Source: an optimization exercise on an open RTL-to-GDS flow (aim: small area, a short achievable clock period and few clock cycles). Production flows keep margins and buffers that such runs may drop.
The RTL was checked by simulation tests, not by an equivalence proof against the original design.
Power figures rest on the tool's default switching activity, not on a simulated workload.

$ cat flow/design.v
module risc_v_32_if(clk,clrn,inst_i,MUX_1,PCSrc,pc_write,pc,inst_o);
	input         clk, clrn;                                  
    input  [31:0] inst_i;                                     
	input  [31:0] MUX_1;									  
	input 		  PCSrc;									  
	input		  pc_write;									  
    output [31:0] pc;                                         
	output [31:0] inst_o;                                     
	reg   [31:0]  next_pc;                                    
    wire  [31:0]  pc_plus_4 = pc + 4;                         
	always @ (*) begin
		if (PCSrc)	next_pc = MUX_1;
		else 		next_pc = pc_plus_4;
	end
    reg  [31:0]    pc;
    always @ (posedge clk) begin
        if (!clrn) 				pc <= 0;
        else if (pc_write)      pc <= next_pc;
    end
	assign inst_o = inst_i;
endmodule
module ifidreg(clk,clrn,ifid_write,PCsrc,pc_i,inst_i,pc_o,inst_o);
    input             clk, clrn;                              
    input             ifid_write;                             
    input             PCsrc;                                  
    input      [31:0] pc_i;                                   
    input      [31:0] inst_i;                                 
    output reg [31:0] pc_o;                                   
    output reg [31:0] inst_o;                                 
    always @ (posedge clk) begin
        if (clrn && ifid_write && (!PCsrc)) begin
            pc_o   <= pc_i;
            inst_o <= inst_i;
        end
        else if (!ifid_write) ;
        else begin
            pc_o   <= 0;
            inst_o <= 0;
        end
    end
endmodule
module risc_v_32_id(inst,pc_i,pc_o,inst_decode,imm_out,rd1,rd2,wr);
    input  [31:0] inst;                                   
	input  [31:0] pc_i;									  
    output [31:0] pc_o;                                   
	output [36:0] inst_decode;							  
	output reg [31:0] imm_out;							  
	output [4:0]  rd1;									  
	output [4:0]  rd2;									  
	output [4:0]  wr;									  
    wire [6:0]    opcode = inst[6:0];   
    wire [2:0]    func3  = inst[14:12]; 
    wire [6:0]    func7  = inst[31:25]; 
    wire [4:0]    rd     = inst[11:7];  
    wire [4:0]    rs     = inst[19:15];  
    wire [4:0]    rt     = inst[24:20];  
    wire [4:0]    shamt  = inst[24:20];  
    wire          sign   = inst[31];
	assign rd1  = rs;
	assign rd2  = rt;
	assign wr   = rd;
	assign pc_o = pc_i;
    wire          i_auipc = (opcode == 7'b0010111);  
    wire          i_lui   = (opcode == 7'b0110111);  
    wire          i_jal   = (opcode == 7'b1101111);  
    wire          i_jalr  = (opcode == 7'b1100111) & (func3 == 3'b000);  
    wire          i_beq   = (opcode == 7'b1100011) & (func3 == 3'b000);  
    wire          i_bne   = (opcode == 7'b1100011) & (func3 == 3'b001);  
    wire          i_blt   = (opcode == 7'b1100011) & (func3 == 3'b100);  
    wire          i_bge   = (opcode == 7'b1100011) & (func3 == 3'b101);  
    wire          i_bltu  = (opcode == 7'b1100011) & (func3 == 3'b110);  
    wire          i_bgeu  = (opcode == 7'b1100011) & (func3 == 3'b111);  
    wire          i_lb    = (opcode == 7'b0000011) & (func3 == 3'b000);  
    wire          i_lh    = (opcode == 7'b0000011) & (func3 == 3'b001);  
    wire          i_lw    = (opcode == 7'b0000011) & (func3 == 3'b010);  
    wire          i_lbu   = (opcode == 7'b0000011) & (func3 == 3'b100);  
    wire          i_lhu   = (opcode == 7'b0000011) & (func3 == 3'b101);  
    wire          i_sb    = (opcode == 7'b0100011) & (func3 == 3'b000);  
    wire          i_sh    = (opcode == 7'b0100011) & (func3 == 3'b001);  
    wire          i_sw    = (opcode == 7'b0100011) & (func3 == 3'b010);  
    wire          i_addi  = (opcode == 7'b0010011) & (func3 == 3'b000);  
    wire          i_slti  = (opcode == 7'b0010011) & (func3 == 3'b010);  
    wire          i_sltiu = (opcode == 7'b0010011) & (func3 == 3'b011);  
    wire          i_xori  = (opcode == 7'b0010011) & (func3 == 3'b100);  
    wire          i_ori   = (opcode == 7'b0010011) & (func3 == 3'b110);  
    wire          i_andi  = (opcode == 7'b0010011) & (func3 == 3'b111);  
    wire          i_slli  = (opcode == 7'b0010011) & (func3 == 3'b001) & (func7 == 7'b0000000);  
    wire          i_srli  = (opcode == 7'b0010011) & (func3 == 3'b101) & (func7 == 7'b0000000);  
    wire          i_srai  = (opcode == 7'b0010011) & (func3 == 3'b101) & (func7 == 7'b0100000);  
    wire          i_add   = (opcode == 7'b0110011) & (func3 == 3'b000) & (func7 == 7'b0000000);  
    wire          i_sub   = (opcode == 7'b0110011) & (func3 == 3'b000) & (func7 == 7'b0100000);  
    wire          i_sll   = (opcode == 7'b0110011) & (func3 == 3'b001) & (func7 == 7'b0000000);  
    wire          i_slt   = (opcode == 7'b0110011) & (func3 == 3'b010) & (func7 == 7'b0000000);  
    wire          i_sltu  = (opcode == 7'b0110011) & (func3 == 3'b011) & (func7 == 7'b0000000);  
    wire          i_xor   = (opcode == 7'b0110011) & (func3 == 3'b100) & (func7 == 7'b0000000);  
    wire          i_srl   = (opcode == 7'b0110011) & (func3 == 3'b101) & (func7 == 7'b0000000);  
    wire          i_sra   = (opcode == 7'b0110011) & (func3 == 3'b101) & (func7 == 7'b0100000);  
    wire          i_or    = (opcode == 7'b0110011) & (func3 == 3'b110) & (func7 == 7'b0000000);  
    wire          i_and   = (opcode == 7'b0110011) & (func3 == 3'b111) & (func7 == 7'b0000000);  
	assign inst_decode = {i_and,i_or,i_sra,i_srl,i_xor,i_sltu,i_slt,i_sll,i_sub,i_add,i_srai,i_srli,i_slli,i_andi,i_ori,i_xori,i_sltiu,i_slti,i_addi,i_sw,i_sh,i_sb,i_lhu,i_lbu,i_lw,i_lh,i_lb,i_bgeu,i_bltu,i_bge,i_blt,i_bne,i_beq,i_jalr,i_jal,i_lui,i_auipc};
    wire   [31:0] broffset  = {{19{sign}},inst[31],inst[7],inst[30:25],inst[11:8],1'b0};    
    wire   [31:0] simm      = {{20{sign}},inst[31:20]};                                     
    wire   [31:0] jroffset  = {{20{sign}},inst[31:21],1'b0};                                
    wire   [31:0] stimm     = {{20{sign}},inst[31:25],inst[11:7]};                          
    wire   [31:0] uimm      = {inst[31:12],12'h0};                                          
    wire   [31:0] jaloffset = {{11{sign}},inst[31],inst[19:12],inst[20],inst[30:21],1'b0};  
    wire	[5:0] outselect = {i_beq|i_bne|i_blt|i_bge|i_bltu|i_bgeu, i_lw|i_lb|i_lh|i_lbu|i_lhu|i_addi|i_slti|i_sltiu|i_xori|i_ori|i_andi, i_jalr, i_sw|i_sh|i_sb, i_lui|i_auipc, i_jal}; 
	always @(*)
	case (outselect)
		6'b100000: imm_out = broffset;
		6'b010000: imm_out = simm;
		6'b001000: imm_out = simm;
		6'b000100: imm_out = stimm;
		6'b000010: imm_out = uimm;
		6'b000001: imm_out = jaloffset;
		default: imm_out = 32'h0;
	endcase
endmodule
module risc_v_32_regfile(clk,clrn,rd1,rd2,wr,wd,wreg,read_data1,read_data2);
    input         clk, clrn;                              
    input  [4:0]  rd1;                                    
    input  [4:0]  rd2;                                    
    input  [4:0]  wr;                                     
    input  [31:0] wd;                                     
    input         wreg;                                   
    output [31:0] read_data1;
    output [31:0] read_data2;
    reg  [31:0] regfile [1:31];
    wire [31:0]   read_data1 = (rd1==0) ? 0 : regfile[rd1];            
    wire [31:0]   read_data2 = (rd2==0) ? 0 : regfile[rd2];            
    always @ (negedge clk) begin
        if (wreg && (wr != 0)) begin
            regfile[wr] <= wd;                       
        end
    end
endmodule
module risc_v_32_hazard(memread,inst_decode,ifid_rs1,ifid_rs2,idex_rd,pc_write,ifid_write,MUX_out);
    input         memread;                           
    input  [36:0] inst_decode;                       
    input   [4:0] ifid_rs1;                          
    input   [4:0] ifid_rs2;                          
    input   [4:0] idex_rd;                           
    output        pc_write;                          
    output        ifid_write;                        
    output [36:0] MUX_out;                           
    wire          stall;
    reg    [36:0] MUX_out;
    assign stall = (memread && ((idex_rd == ifid_rs1) || (idex_rd == ifid_rs2)));
    assign   pc_write = ~stall;
    assign ifid_write = ~stall;
    always @ (stall, inst_decode) begin
        MUX_out = 0;
        case (~stall)
            1'b0:   MUX_out = 0;
            1'b1:   MUX_out = inst_decode;
        endcase
    end
endmodule
module idexreg(clk,clrn,PCsrc,inst_i,pc_i,inst_decode_i,imm_in,read_data1_i,read_data2_i,wr_i,rs1_i,rs2_i,inst_o,pc_o,inst_decode_o,imm_out,read_data1_o,read_data2_o,wr_o,rs1_o,rs2_o);
    input             clk, clrn;                              
    input             PCsrc;                                  
    input      [31:0] pc_i;                                   
    input      [31:0] inst_i;                                 
    input      [36:0] inst_decode_i;                          
    input      [31:0] imm_in;                                 
    input      [31:0] read_data1_i;                           
    input      [31:0] read_data2_i;                           
    input       [4:0] wr_i;                                   
    input       [4:0] rs1_i;                                  
    input       [4:0] rs2_i;                                  
    output reg [31:0] pc_o;                                   
    output reg [31:0] inst_o;                                 
    output reg [36:0] inst_decode_o;                          
    output reg [31:0] imm_out;                                
    output reg [31:0] read_data1_o;                           
    output reg [31:0] read_data2_o;                           
    output reg  [4:0] wr_o;                                   
    output reg  [4:0] rs1_o;                                  
    output reg  [4:0] rs2_o;                                  
    always @ (posedge clk) begin
        if (clrn && (!PCsrc)) begin
            pc_o          <= pc_i;
            inst_o        <= inst_i;
            inst_decode_o <= inst_decode_i;
            imm_out       <= imm_in;
            read_data1_o  <= read_data1_i;
            read_data2_o  <= read_data2_i;
            wr_o          <= wr_i;
            rs1_o         <= rs1_i;
            rs2_o         <= rs2_i;
        end
        else begin
            pc_o          <= 0;
            inst_o        <= 0;
            inst_decode_o <= 0;
            imm_out       <= 0;
            read_data1_o  <= 0;
            read_data2_o  <= 0;
            wr_o          <= 0;
            rs1_o         <= 0;
            rs2_o         <= 0;
        end
    end
endmodule
module risc_v_32_forward(a1,a2,a3,b1,b2,b3,idex_rs1,idex_rs2,exmem_wreg,exmem_rd,memwb_wreg,memwb_rd,a,b);
    input      [31:0] a1,a2,a3;                          
    input      [31:0] b1,b2,b3;                          
    input       [4:0] idex_rs1,idex_rs2;                 
    input             exmem_wreg,memwb_wreg;             
    input       [4:0] exmem_rd,memwb_rd;                 
    output reg [31:0] a,b;                               
    reg [1:0] forward_a;
    reg [1:0] forward_b;
    always @ (*) begin
        forward_a = 0;
        forward_b = 0;
        if (exmem_wreg && (exmem_rd != 0) && (exmem_rd == idex_rs1))                                                                forward_a = 2'b10;
        if (exmem_wreg && (exmem_rd != 0) && (exmem_rd == idex_rs2))                                                                forward_b = 2'b10;
        if (memwb_wreg && (memwb_rd != 0) && !(exmem_wreg && (exmem_rd != 0) && (exmem_rd == idex_rs1)) && (memwb_rd == idex_rs1))  forward_a = 2'b01;
        if (memwb_wreg && (memwb_rd != 0) && !(exmem_wreg && (exmem_rd != 0) && (exmem_rd == idex_rs2)) && (memwb_rd == idex_rs2))  forward_b = 2'b01;
    end
    always @ (*) begin
        a = a1;
        case (forward_a)
            2'b00:  a = a1;
            2'b01:  a = a2;
            2'b10:  a = a3;
        endcase
    end
    always @ (*) begin
        b = b1;
        case (forward_b)
            2'b00:  b = b1;
            2'b01:  b = b2;
            2'b10:  b = b3;
        endcase
    end
endmodule
module risc_v_32_ex(pc,a,b,inst,inst_decode,imm_in,m_addr,d_t_mem,wreg,wmem,rmem,i_load,alu_out,next_pc,PCSrc);
    input  [31:0] inst;                                       
    input  [31:0] pc;                                         
    input  [31:0] a;                                          
    input  [31:0] b;                                          
    input  [36:0] inst_decode;                                
    input  [31:0] imm_in;                                     
    output [31:0] m_addr;                                     
    output [31:0] d_t_mem;                                    
    output        wreg;                                       
    output        wmem;                                       
    output        rmem;                                       
    output        i_load;                                     
    output [31:0] alu_out;                                    
    output [31:0] next_pc;                                    
    output        PCSrc;                                      
    wire [6:0]    opcode = inst[6:0];   
    wire [2:0]    func3  = inst[14:12]; 
    wire [6:0]    func7  = inst[31:25]; 
    wire [4:0]    rd     = inst[11:7];  
    wire [4:0]    rs     = inst[19:15];  
    wire [4:0]    rt     = inst[24:20];  
    wire [4:0]    shamt  = inst[24:20];  
    wire          sign   = inst[31];
    wire          i_auipc = inst_decode[0] ;  
    wire          i_lui   = inst_decode[1] ;  
    wire          i_jal   = inst_decode[2] ;  
    wire          i_jalr  = inst_decode[3] ;  
    wire          i_beq   = inst_decode[4] ;  
    wire          i_bne   = inst_decode[5] ;  
    wire          i_blt   = inst_decode[6] ;  
    wire          i_bge   = inst_decode[7] ;  
    wire          i_bltu  = inst_decode[8] ;  
    wire          i_bgeu  = inst_decode[9] ;  
    wire          i_lb    = inst_decode[10];  
    wire          i_lh    = inst_decode[11];  
    wire          i_lw    = inst_decode[12];  
    wire          i_lbu   = inst_decode[13];  
    wire          i_lhu   = inst_decode[14];  
    wire          i_sb    = inst_decode[15];  
    wire          i_sh    = inst_decode[16];  
    wire          i_sw    = inst_decode[17];  
    wire          i_addi  = inst_decode[18];  
    wire          i_slti  = inst_decode[19];  
    wire          i_sltiu = inst_decode[20];  
    wire          i_xori  = inst_decode[21];  
    wire          i_ori   = inst_decode[22];  
    wire          i_andi  = inst_decode[23];  
    wire          i_slli  = inst_decode[24];  
    wire          i_srli  = inst_decode[25];  
    wire          i_srai  = inst_decode[26];  
    wire          i_add   = inst_decode[27];  
    wire          i_sub   = inst_decode[28];  
    wire          i_sll   = inst_decode[29];  
    wire          i_slt   = inst_decode[30];  
    wire          i_sltu  = inst_decode[31];  
    wire          i_xor   = inst_decode[32];  
    wire          i_srl   = inst_decode[33];  
    wire          i_sra   = inst_decode[34];  
    wire          i_or    = inst_decode[35];  
    wire          i_and   = inst_decode[36];  
    assign d_t_mem =  b;                                      
    assign i_load = i_lw | i_lb | i_lbu | i_lh | i_lhu;
    reg           wreg;                                       
    reg           wmem;                                       
    reg           rmem;                                       
    reg   [31:0]  alu_out;                                    
    reg   [31:0]  m_addr;                                     
    reg   [31:0]  next_pc;                                    
    reg           PCSrc;                                      
    wire  [31:0]  pc_plus_4 = pc + 4;                         
    always @(*) begin                                       
        alu_out = 0;                                        
        m_addr  = 0;                                        
        wreg    = 0;                                        
        wmem    = 0;                                        
        rmem    = 0;                                        
        PCSrc   = 0;                                        
        next_pc = 0;                                        
        case (1'b1)
            i_add: begin                                    
                alu_out = a + b;
                wreg    = 1; end
            i_sub: begin                                    
                alu_out = a - b;
                wreg    = 1; end
            i_and: begin                                    
                alu_out = a & b;
                wreg    = 1; end
            i_or: begin                                     
                alu_out = a | b;
                wreg    = 1; end
            i_xor: begin                                    
                alu_out = a ^ b;
                wreg    = 1; end
            i_sll: begin                                    
                alu_out = a << b[4:0];
                wreg    = 1; end
            i_srl: begin                                    
                alu_out = a >> b[4:0];
                wreg    = 1; end
            i_sra: begin                                    
                alu_out = $signed(a) >>> b[4:0];
                wreg    = 1; end
            i_slli: begin                                   
                alu_out = a << shamt;
                wreg    = 1; end
            i_srli: begin                                   
                alu_out = a >> shamt;
                wreg    = 1; end
            i_srai: begin                                   
                alu_out = $signed(a) >>> shamt;
                wreg    = 1; end
            i_slt: begin                                    
                if ($signed(a) < $signed(b)) 
                  alu_out = 1;
                wreg    = 1; end
            i_sltu: begin                                   
                if ({1'b0,a} < {1'b0,b}) 
                  alu_out = 1;
                wreg    = 1; end
            i_addi: begin                                   
                alu_out = a + imm_in;
                wreg    = 1; end
            i_andi: begin                                   
                alu_out = a & imm_in;
                wreg    = 1; end
            i_ori: begin                                    
                alu_out = a | imm_in;
                wreg    = 1; end
            i_xori: begin                                   
                alu_out = a ^ imm_in;
                wreg    = 1; end
            i_slti: begin                                   
                if ($signed(a) < $signed(imm_in)) 
                  alu_out = 1;
                wreg    = 1; end
            i_sltiu: begin                                  
                if ({1'b0,a} < {1'b0,imm_in}) 
                  alu_out = 1;
                wreg    = 1; end
            i_lw: begin                                     
                alu_out = a + imm_in;
                m_addr  = {alu_out[31:2],2'b00};            
                rmem    = 1;
                wreg    = 1; end
            i_lbu: begin                                    
                alu_out = a + imm_in;
                m_addr  = alu_out;
                rmem    = 1;
                wreg    = 1; end
            i_lb: begin                                     
                alu_out = a + imm_in;
                m_addr  = alu_out;
                rmem    = 1;
                wreg    = 1; end
            i_lhu: begin                                    
                alu_out = a + imm_in;
                m_addr  = {alu_out[31:1],1'b0};             
                rmem    = 1;
                wreg    = 1; end
            i_lh: begin                                     
                alu_out = a + imm_in;
                m_addr  = {alu_out[31:1],1'b0};             
                rmem    = 1;
                wreg    = 1; end
            i_sb: begin                                     
                alu_out = a + imm_in;
                m_addr  = alu_out;
                wmem    = 1; end
            i_sh: begin                                     
                alu_out = a + imm_in;
                m_addr  = {alu_out[31:1],1'b0};             
                wmem    = 1; end
            i_sw: begin                                     
                alu_out = a + imm_in;
                m_addr  = {alu_out[31:2],2'b00};            
                wmem    = 1; end
            i_beq: begin                                    
                if (a == b) begin
                  next_pc = pc + imm_in;
                  PCSrc   = 1; end end
            i_bne: begin                                    
                if (a != b) begin
                  next_pc = pc + imm_in;
                  PCSrc   = 1; end end
            i_blt: begin                                    
                if ($signed(a) < $signed(b)) begin
                  next_pc = pc + imm_in;
                  PCSrc   = 1; end end
            i_bge: begin                                    
                if ($signed(a) >= $signed(b)) begin
                  next_pc = pc + imm_in;
                  PCSrc   = 1; end end
            i_bltu: begin                                   
                if ({1'b0,a} < {1'b0,b}) begin
                  next_pc = pc + imm_in;
                  PCSrc   = 1; end end
            i_bgeu: begin                                   
                if ({1'b0,a} >= {1'b0,b}) begin
                  next_pc = pc + imm_in;
                  PCSrc   = 1; end end
            i_auipc: begin                                  
                alu_out = pc + imm_in;
                wreg    = 1; end
            i_lui: begin                                    
                alu_out = imm_in;
                wreg    = 1; end
            i_jal: begin                                    
                alu_out = pc_plus_4;
                wreg    = 1;
                next_pc = pc + imm_in;
                PCSrc   = 1; end
            i_jalr: begin                                   
                alu_out = pc_plus_4;
                wreg    = 1;
                next_pc = (a + imm_in) & 32'hffff_fffe;
                PCSrc   = 1; end
            default: ;
        endcase
    end
endmodule
module exmemreg(clk,clrn,inst_i,pc_i,next_pc_i,m_addr_i,d_t_mem_i,wreg_i,wr_i,wmem_i,rmem_i,i_load_i,alu_out_i,PCSrc_i,inst_decode_i,inst_o,pc_o,next_pc_o,m_addr_o,d_t_mem_o,wreg_o,wr_o,wmem_o,rmem_o,i_load_o,alu_out_o,PCSrc_o,inst_decode_o);
    input             clk, clrn;                              
    input      [31:0] pc_i;                                   
    input      [31:0] next_pc_i;                              
    input      [31:0] inst_i;                                 
    input      [31:0] m_addr_i;                               
    input      [31:0] d_t_mem_i;                              
    input             wreg_i;                                 
    input       [4:0] wr_i;                                   
    input             wmem_i;                                 
    input             rmem_i;                                 
    input             i_load_i;                               
    input      [31:0] alu_out_i;                              
    input             PCSrc_i;                                
    input      [36:0] inst_decode_i;                          
    output reg [31:0] next_pc_o;                              
    output reg [31:0] inst_o;                                 
    output reg [31:0] pc_o;                                   
    output reg [31:0] m_addr_o;                               
    output reg [31:0] d_t_mem_o;                              
    output reg        wreg_o;                                 
    output reg  [4:0] wr_o;                                   
    output reg        wmem_o;                                 
    output reg        rmem_o;                                 
    output reg        i_load_o;                               
    output reg [31:0] alu_out_o;                              
    output reg        PCSrc_o;                                
    output reg [36:0] inst_decode_o;                          
    always @ (posedge clk) begin
        if (clrn) begin
            next_pc_o     <= next_pc_i;
            inst_o        <= inst_i;
            pc_o          <= pc_i;
            m_addr_o      <= m_addr_i;
            d_t_mem_o     <= d_t_mem_i;
            wreg_o        <= wreg_i;
            wr_o          <= wr_i;
            wmem_o        <= wmem_i;
            rmem_o        <= rmem_i;
            i_load_o      <= i_load_i;
            alu_out_o     <= alu_out_i;
            PCSrc_o       <= PCSrc_i;
            inst_decode_o <= inst_decode_i;
        end
        else begin
            next_pc_o     <= 0;
            inst_o        <= 0;
            pc_o          <= 0;
            m_addr_o      <= 0;
            d_t_mem_o     <= 0;
            wreg_o        <= 0;
            wr_o          <= 0;
            wmem_o        <= 0;
            rmem_o        <= 0;
            i_load_o      <= 0;
            alu_out_o     <= 0;
            PCSrc_o       <= 0;
            inst_decode_o <= 0;
        end
    end
endmodule
module risc_v_32_mem(m_addr,d_f_mem,inst_decode,mem_out);
	input  [31:0] m_addr;                                     
    input  [31:0] d_f_mem;                                    
    input  [36:0] inst_decode;								  
	output reg [31:0] mem_out;                                
    wire          i_lb    = inst_decode[10];  
    wire          i_lh    = inst_decode[11];  
    wire          i_lw    = inst_decode[12];  
    wire          i_lbu   = inst_decode[13];  
    wire          i_lhu   = inst_decode[14];  
	always @(*) begin                                       
        mem_out = 0;                                        
        case (1'b1)
            i_lw: begin                                     
                mem_out = d_f_mem;end
            i_lbu: begin                                    
                case(m_addr[1:0])
                  2'b00: mem_out = {24'h0,d_f_mem[ 7: 0]};
                  2'b01: mem_out = {24'h0,d_f_mem[15: 8]};
                  2'b10: mem_out = {24'h0,d_f_mem[23:16]};
                  2'b11: mem_out = {24'h0,d_f_mem[31:24]};
                endcase end
            i_lb: begin                                     
                case(m_addr[1:0])
                  2'b00: mem_out = {{24{d_f_mem[ 7]}},d_f_mem[ 7: 0]};
                  2'b01: mem_out = {{24{d_f_mem[15]}},d_f_mem[15: 8]};
                  2'b10: mem_out = {{24{d_f_mem[23]}},d_f_mem[23:16]};
                  2'b11: mem_out = {{24{d_f_mem[31]}},d_f_mem[31:24]};
                endcase end
            i_lhu: begin                                    
                case(m_addr[1])
                  1'b0: mem_out = {16'h0,d_f_mem[15: 0]};
                  1'b1: mem_out = {16'h0,d_f_mem[31:16]};
                endcase end
            i_lh: begin                                     
                case(m_addr[1])
                  1'b0: mem_out = {{16{d_f_mem[15]}},d_f_mem[15: 0]};
                  1'b1: mem_out = {{16{d_f_mem[31]}},d_f_mem[31:16]};
                endcase end
            default: ;
        endcase
    end
endmodule
module memwbreg(clk,clrn,pc_i,inst_i,mem_out_i,alu_out_i,wreg_i,wr_i,memtoreg_i,pc_o,inst_o,mem_out_o,alu_out_o,wreg_o,wr_o,memtoreg_o);
    input             clk, clrn;                              
    input      [31:0] pc_i;                                   
    input      [31:0] inst_i;                                 
    input      [31:0] mem_out_i;                              
    input      [31:0] alu_out_i;                              
    input             wreg_i;                                 
    input       [4:0] wr_i;                                   
    input             memtoreg_i;                             
    output reg [31:0] pc_o;                                   
    output reg [31:0] inst_o;                                 
    output reg [31:0] mem_out_o;                              
    output reg [31:0] alu_out_o;                              
    output reg        wreg_o;                                 
    output reg  [4:0] wr_o;                                   
    output reg        memtoreg_o;                             
    always @ (posedge clk) begin
        if (clrn) begin
            pc_o       <= pc_i;
            inst_o     <= inst_i;
            mem_out_o  <= mem_out_i;
            alu_out_o  <= alu_out_i;
            wreg_o     <= wreg_i;
            wr_o       <= wr_i;
            memtoreg_o <= memtoreg_i;
        end
        else begin
            pc_o       <= 0;
            inst_o     <= 0;
            mem_out_o  <= 0;
            alu_out_o  <= 0;
            wreg_o     <= 0;
            wr_o       <= 0;
            memtoreg_o <= 0;
        end
    end
endmodule
module risc_v_32_wb(mem_out,alu_out,MemtoReg,data_2_rf);
    input      [31:0] mem_out;                                    
	input      [31:0] alu_out;									  
	input 	          MemtoReg;									  
    output 	   [31:0] data_2_rf;								  
    wire   [31:0] data_2_rf = MemtoReg ? mem_out : alu_out;
endmodule
module riscv(
    input wire               clk,
    input wire               rst,         
    input wire[31:0]         inst_i,
    output wire[31:0]        inst_addr_o,
    output wire              inst_ce_o,  
    input wire[31:0]         data_i,       
    output wire              data_we_o,
    output wire              data_ce_o,
    output wire[31:0]        data_addr_o,
    output wire[31:0]        data_o,       
    output wire[3:0]         data_be_o     
);
wire clrn = !rst;
wire        PCSrc1,PCSrc2;                            
wire [31:0] pc1;                                      
wire [31:0] pc2;                                      
wire [31:0] pc3;                                      
wire [31:0] pc4;                                      
wire [31:0] pc5;                                      
wire [31:0] inst1;                                    
wire [31:0] inst2;                                    
wire [31:0] inst3;                                    
wire [31:0] inst4;                                    
wire [31:0] inst5;                                    
wire [31:0] pc_o;                                     
wire [36:0] inst_decode1;                             
wire [36:0] inst_decode2;                             
wire [36:0] inst_decode3;                             
wire [31:0] imm1;                                     
wire [31:0] imm2;                                     
wire [4:0]  rd11,rd12;                                
wire [4:0]  rd21,rd22;                                
wire [4:0]  wr1;                                      
wire [4:0]  wr2,wr3,wr4;                              
wire        i_load1,i_load2,i_load3;                  
wire        wreg1,wreg2,wreg3;                        
wire [31:0] read_data11,read_data12;
wire [31:0] read_data21,read_data22;
wire [31:0] m_addr1,m_addr2;                          
wire [31:0] d_t_mem_i,d_t_mem_o;                      
wire        wmem1,wmem2;                              
wire        rmem1,rmem2;                              
wire [31:0] data_2_rf;                                
wire [31:0] alu_out1,alu_out2,alu_out3;               
wire [31:0] mem_out1,mem_out2;                        
wire [31:0] next_pc1,next_pc2;                        
wire        pc_write;                                 
wire        ifid_write;                               
wire [36:0] MUX_out;                                  
wire [31:0] a,b;                                      
assign data_ce_o = rmem2 | wmem2;
assign data_we_o = wmem2;
assign data_addr_o = m_addr2;
wire        st_b = inst_decode3[15];
wire        st_h = inst_decode3[16];
assign data_be_o = st_b ? (4'b0001 << m_addr2[1:0]) :
                   st_h ? (m_addr2[1] ? 4'b1100 : 4'b0011) : 4'b1111;
assign data_o = st_b ? {4{d_t_mem_o[7:0]}} :
                st_h ? {2{d_t_mem_o[15:0]}} : d_t_mem_o;
assign inst_addr_o = pc1;
assign inst_ce_o = 1;
risc_v_32_if IF(clk,clrn,inst_i,next_pc1,PCSrc1,pc_write,pc1,inst1);
ifidreg ifid(clk,clrn,ifid_write,PCSrc1,pc1,inst1,pc2,inst2);
risc_v_32_id ID(inst2,pc2,pc_o,inst_decode1,imm1,rd11,rd21,wr1);
risc_v_32_regfile regfile(clk,clrn,rd11,rd21,wr4,data_2_rf,wreg3,read_data11,read_data21);
risc_v_32_hazard hazard(rmem1,inst_decode1,rd11,rd21,wr2,pc_write,ifid_write,MUX_out);
idexreg idex(clk,clrn,PCSrc1,inst2,pc2,MUX_out,imm1,read_data11,read_data21,wr1,rd11,rd21,inst3,pc3,inst_decode2,imm2,read_data12,read_data22,wr2,rd12,rd22);
risc_v_32_forward forward(read_data12,data_2_rf,alu_out2,read_data22,data_2_rf,alu_out2,rd12,rd22,wreg2,wr3,wreg3,wr4,a,b);
risc_v_32_ex EX(pc3,a,b,inst3,inst_decode2,imm2,m_addr1,d_t_mem_i,wreg1,wmem1,rmem1,i_load1,alu_out1,next_pc1,PCSrc1);
exmemreg exmem(clk,clrn,inst3,pc3,next_pc1,m_addr1,d_t_mem_i,wreg1,wr2,wmem1,rmem1,i_load1,alu_out1,PCSrc1,inst_decode2,inst4,pc4,next_pc2,m_addr2,d_t_mem_o,wreg2,wr3,wmem2,rmem2,i_load2,alu_out2,PCSrc2,inst_decode3);
risc_v_32_mem MEM(m_addr2,data_i,inst_decode3,mem_out1);
memwbreg memwb(clk,clrn,pc4,inst4,mem_out1,alu_out2,wreg2,wr3,i_load2,pc5,inst5,mem_out2,alu_out3,wreg3,wr4,i_load3);
risc_v_32_wb WB(mem_out2,alu_out3,i_load3,data_2_rf);
endmodule
$ cat flow/run.sh
#!/bin/bash
# synth_recipe.tcl (not shown) runs the flow's synth.tcl, then flattens the netlist and writes it again
# the make line also repeats each setting of config.mk as NAME=value (left out here)
make -C /OpenROAD-flow-scripts/flow DESIGN_CONFIG=/design/flow/config.mk WORK_HOME=/design/flow/orfs CLKGATE_MAP_FILE= SYNTH_SCRIPT=/design/flow/synth_recipe.tcl finish
$ cat flow/config.mk
export PLATFORM = sky130hd
export DESIGN_NAME = riscv
export DESIGN_NICKNAME = riscv
export VERILOG_FILES = /design/flow/design.v
export SDC_FILE = /design/flow/constraint.sdc
export NUM_CORES = 4
export LEC_CHECK = 0
export CAP_MARGIN = 20
export CORE_MARGIN = 2
export CORE_UTILIZATION = 40
export PLACE_DENSITY = 0.6
export SLEW_MARGIN = 20
$ cat flow/constraint.sdc
create_clock -name core_clock -period 9.0 [get_ports {clk}]
set_input_delay 1.8000 -clock core_clock [delete_from_list [all_inputs] [get_ports {clk}]]
set_output_delay 1.8000 -clock core_clock [all_outputs]
set_load 0.01 [all_outputs]
==> summary.txt <==
## area by class of cell
cell class | count | area, um2 | area share [%]
tap | 2805 | 3510 | 3.53
timing repair buffer | 416 | 3830 | 3.85
clock buffer | 177 | 4180 | 4.21
sequential | 1451 | 39600 | 39.9
clock inverter | 1101 | 5000 | 5.03
multi-input combinational | 5120 | 42400 | 42.6
inverter | 221 | 831 | 0.836
antenna | 17 | 42.5 | 0.0428
## power groups by stage
stage,combinational (mW),sequential (mW),clock (mW)
after floorplan,1.06,7.29,0.652
after global placement,1.69,7.32,0.652
after detailed placement,1.68,7.32,0.652
after CTS,1.69,7.22,8.80
after global routing,1.81,7.21,9.39
final,1.74,7.22,8.62
## worst max-delay path by stage
stage | start | to | slack (ps) | cells past startpoint
6_report | memwb.wr_o[3] | IF.pc[22] | 390 | 20
5_1_grt | memwb.wr_o[3] | IF.pc[22] | 50 | 20
4_1_cts | memwb.wr_o[3] | IF.pc[22] | 630 | 20
3_5_place_dp | memwb.wr_o[2] | IF.pc[22] | 650 | 20
3_3_place_gp | memwb.wr_o[2] | IF.pc[22] | 700 | 20
2_1_floorplan | memwb.wr_o[3] | regfile.regfile[10][0] | 1750 | 3
## layer usage
metal  vias to the layer above  share of wire (%)  track usage [%]
li1                      30500                  -                -
met1                     36000                 37             40.8
met2                      4779                 45             50.6
met3                      1111                 10             8.86
met4                        10                7.3             23.6
met5                         -              0.022                0
## kinds of logic after synthesis
group	share of synthesized area [%]
and+or+nand+nor	10.5
AOI/OAI and AO/OA	14.5
DFF	46.8
muxes	19.5
buffers and inverters	3.63
adders and majority gates	3.43
xor gates and xnor gates	1.63
other	0.00443
## placed cells by master (no fill, tap or decap), types with 163 or more instances in the layout
cell type,synthesis,routed
edfxtp_1,1056,1056
nor3_1,183,177
nor2_1,733,698
ha_1,226,226
buf_4,9,226
o21ai_0,364,364
dfxtp_1,395,387
inv_1,183,1194
clkbuf_16,0,163
a21oi_1,613,613
clkdlybuf4s50_1,0,166
mux2i_1,359,359
mux4_2,538,538
nand2_1,362,362
## state kept, by name, summed over array words and instances (netlist names), 7 cells and up
register             flops
idex.pc_o               32
ifid.inst_o             32
exmem.m_addr_o          32
memwb.alu_out_o         32
idex.imm_out            32
IF.pc                   32
idex.read_data2_o       32
ifid.pc_o               32
idex.inst_decode_o      37
exmem.d_t_mem_o         32
exmem.inst_decode_o      7
idex.read_data1_o       32
exmem.alu_out_o         32
regfile.regfile        992
memwb.mem_out_o         32
## per-stage QoR
step / instances / area (um2)
2_1_floorplan: 7362 / 84700
3_3_place_gp: 10000 / 90100
3_5_place_dp: 10000 / 90200
4_1_cts: 11300 / 99400
5_1_grt: 11300 / 99400
6_report: 11300 / 99400
## worst register-to-register path, stage by stage (launching register included)
cell       delay [ps]
dfxtp_1           500
or3_1             450
o21ai_1           140
or4_1             730
and2_1            240
buf_4             260
a222oi_1         1040
ha_1              540
nand2_1           220
nor4_1            210
inv_1             150
nor4_1            740
nand3_1           720
a2111oi_0         700
a221oi_1          140
buf_4             230
o211ai_1          850
a221oi_1          230
nor2_1            200
o21ai_0           110
a21oi_1           140
==> flow_metrics.env <==
export IMPL_cp_cell_sequence="or3_1 > o21ai_1 > or4_1 > and2_1 > buf_4 > a222oi_1 > ha_1 > nand2_1 > nor4_1 > inv_1 > nor4_1 > nand3_1 > a2111oi_0 > a221oi_1 > buf_4 > o211ai_1 > a221oi_1 > nor2_1 > o21ai_0 > a21oi_1"
export IMPL_vias_per_cell=6.40
export IMPL_pwr_share_comb_pct=9.9
export IMPL_yosysSeqAreaShare_pct=46.8
export IMPL_fillCellCount=19100
export IMPL_synth_nets=7658
export IMPL_first_pass_iters=14
export IMPL_syn_instance_count=7362
export IMPL_reg2reg_from="memwb.wr_o[3]"
export IMPL_critical_path_max_fanout=31
export IMPL_yosys_warnings=11
export IMPL_whs_ps=431
export IMPL_startpoint_type="flop"
export IMPL_hold_start="ifid.pc_o[17]"
export IMPL_ys_seq_elements=1451
export IMPL_syn_area_mm2=0.0847
export IMPL_skew_ps=90.9
export IMPL_synth_area_leaders="edfxtp_1 (37%), mux4_2 (14%), dfxtp_1 (9.3%), mux2i_1 (4.2%), a21oi_1 (3.6%)"
export IMPL_cts_sinks=1451
export IMPL_whs_path_depth=1
export IMPL_p_seq_share_pct=41.1
export IMPL_grt_pass1_vias=72100
export IMPL_cts_setup_buffers=0
export IMPL_routed_wl_mm=367
export IMPL_synthArstFlopShare_pct=0
export IMPL_hold_end="idex.pc_o[17]"
export IMPL_r2r_cells=20
export IMPL_clk_pin_slew_ps=60
export IMPL_power_share_switching_pct=30.0
export IMPL_p_int_mw=12.3
export IMPL_cp_slowest_stage_delay_ps=1010
export IMPL_cts_max_level=4
export IMPL_power_share_clock_pct=49.0
export IMPL_post_cts_resized=0
export IMPL_die_w_um=464
export IMPL_place_ws_ps=649
export IMPL_fmax_mhz=116
export IMPL_io_buffers=167
export IMPL_r2r_slack_ps=390
export IMPL_ys_flop_type="edfxtp_1"
export IMPL_hp_class="reg -> reg"
export IMPL_status="no timing/DRC/antenna violations"
export IMPL_yosys_cell_count_top_type="edfxtp_1"
export IMPL_drtIter0Drc=10100
export IMPL_rsz0062_at_grt="false"
export IMPL_yosys_area_top_type="edfxtp_1"
export IMPL_maxSlewHeadroom_pct=6.48
export IMPL_placementRows=168
export IMPL_worstPathArrival_ps=9370
export IMPL_dieArea_mm2=0.215
export IMPL_io_pins=169
export IMPL_vdd_ir_drop_max_mv=0.205
export IMPL_required_ps=9760
export IMPL_gp_congestion=1.06
export IMPL_final_min_clock_period_ps=8610
export IMPL_hold_violations=0
export IMPL_synth_top_area_share_pct=37.5
export IMPL_chipHeight_um=464
export IMPL_slowest_stage="a222oi_1"
export IMPL_overflow=0
export IMPL_tightest_slew_ps=1370
export IMPL_grt_usage_pct=33.2
export IMPL_crit_buf_inv=3
export IMPL_antenna_found_initial=22
export IMPL_wl_per_cell_um=32.5
export IMPL_finalPower_mw=17.6
export IMPL_dp_hpwl_mm=252
export IMPL_cp_end_kind="flop"
export IMPL_drive_gt1_share_pct=15.3
export IMPL_cts_hold_buf=0
export IMPL_finalCritPeriodShare_pct=95.6
export IMPL_layout_nets=8658
export IMPL_grt_first_pass_wirelength_mm=516
export IMPL_p_sw_mw=5.28
export IMPL_slew_viol_final=0
export IMPL_cts_tree="built"
export IMPL_cts_buffers=160
export IMPL_reg2reg_to="IF.pc[22]"
export IMPL_path_class="reg -> reg"
export IMPL_p_leak_nw=35.7
export IMPL_grt_max_degree=130
export IMPL_final_core_util_pct=47.3
export IMPL_worstSkewPairLatency_ps=880
export IMPL_avgSynthCellArea_um2=11.5
export IMPL_cts_buffer_depth=3
export IMPL_root_buffer="clkbuf_16"
export IMPL_maxCapViolations=0
export IMPL_tns_ps=0
export IMPL_fin_ws_ps=393
export IMPL_synth_edf_count=1056
export IMPL_critical_path_top_delay_family="simple AND/OR/NAND/NOR gates"
export IMPL_ant_nets=0
export IMPL_ys_types=96
export IMPL_drc=0
export IMPL_vias=72400
export IMPL_power_density_mw_per_mm2=177
export IMPL_coreArea_mm2=0.210
export IMPL_initial_core_util_pct=40.3
export IMPL_synthTopCellsByCount="edfxtp_1 (1056), nor2_1 (733), a21oi_1 (613)"
export IMPL_finalSetupViolCount=0
export IMPL_syn_to_final_growth_pct=17.4
Testbench counts, summed over its fixed seeds: cycles 152,565.
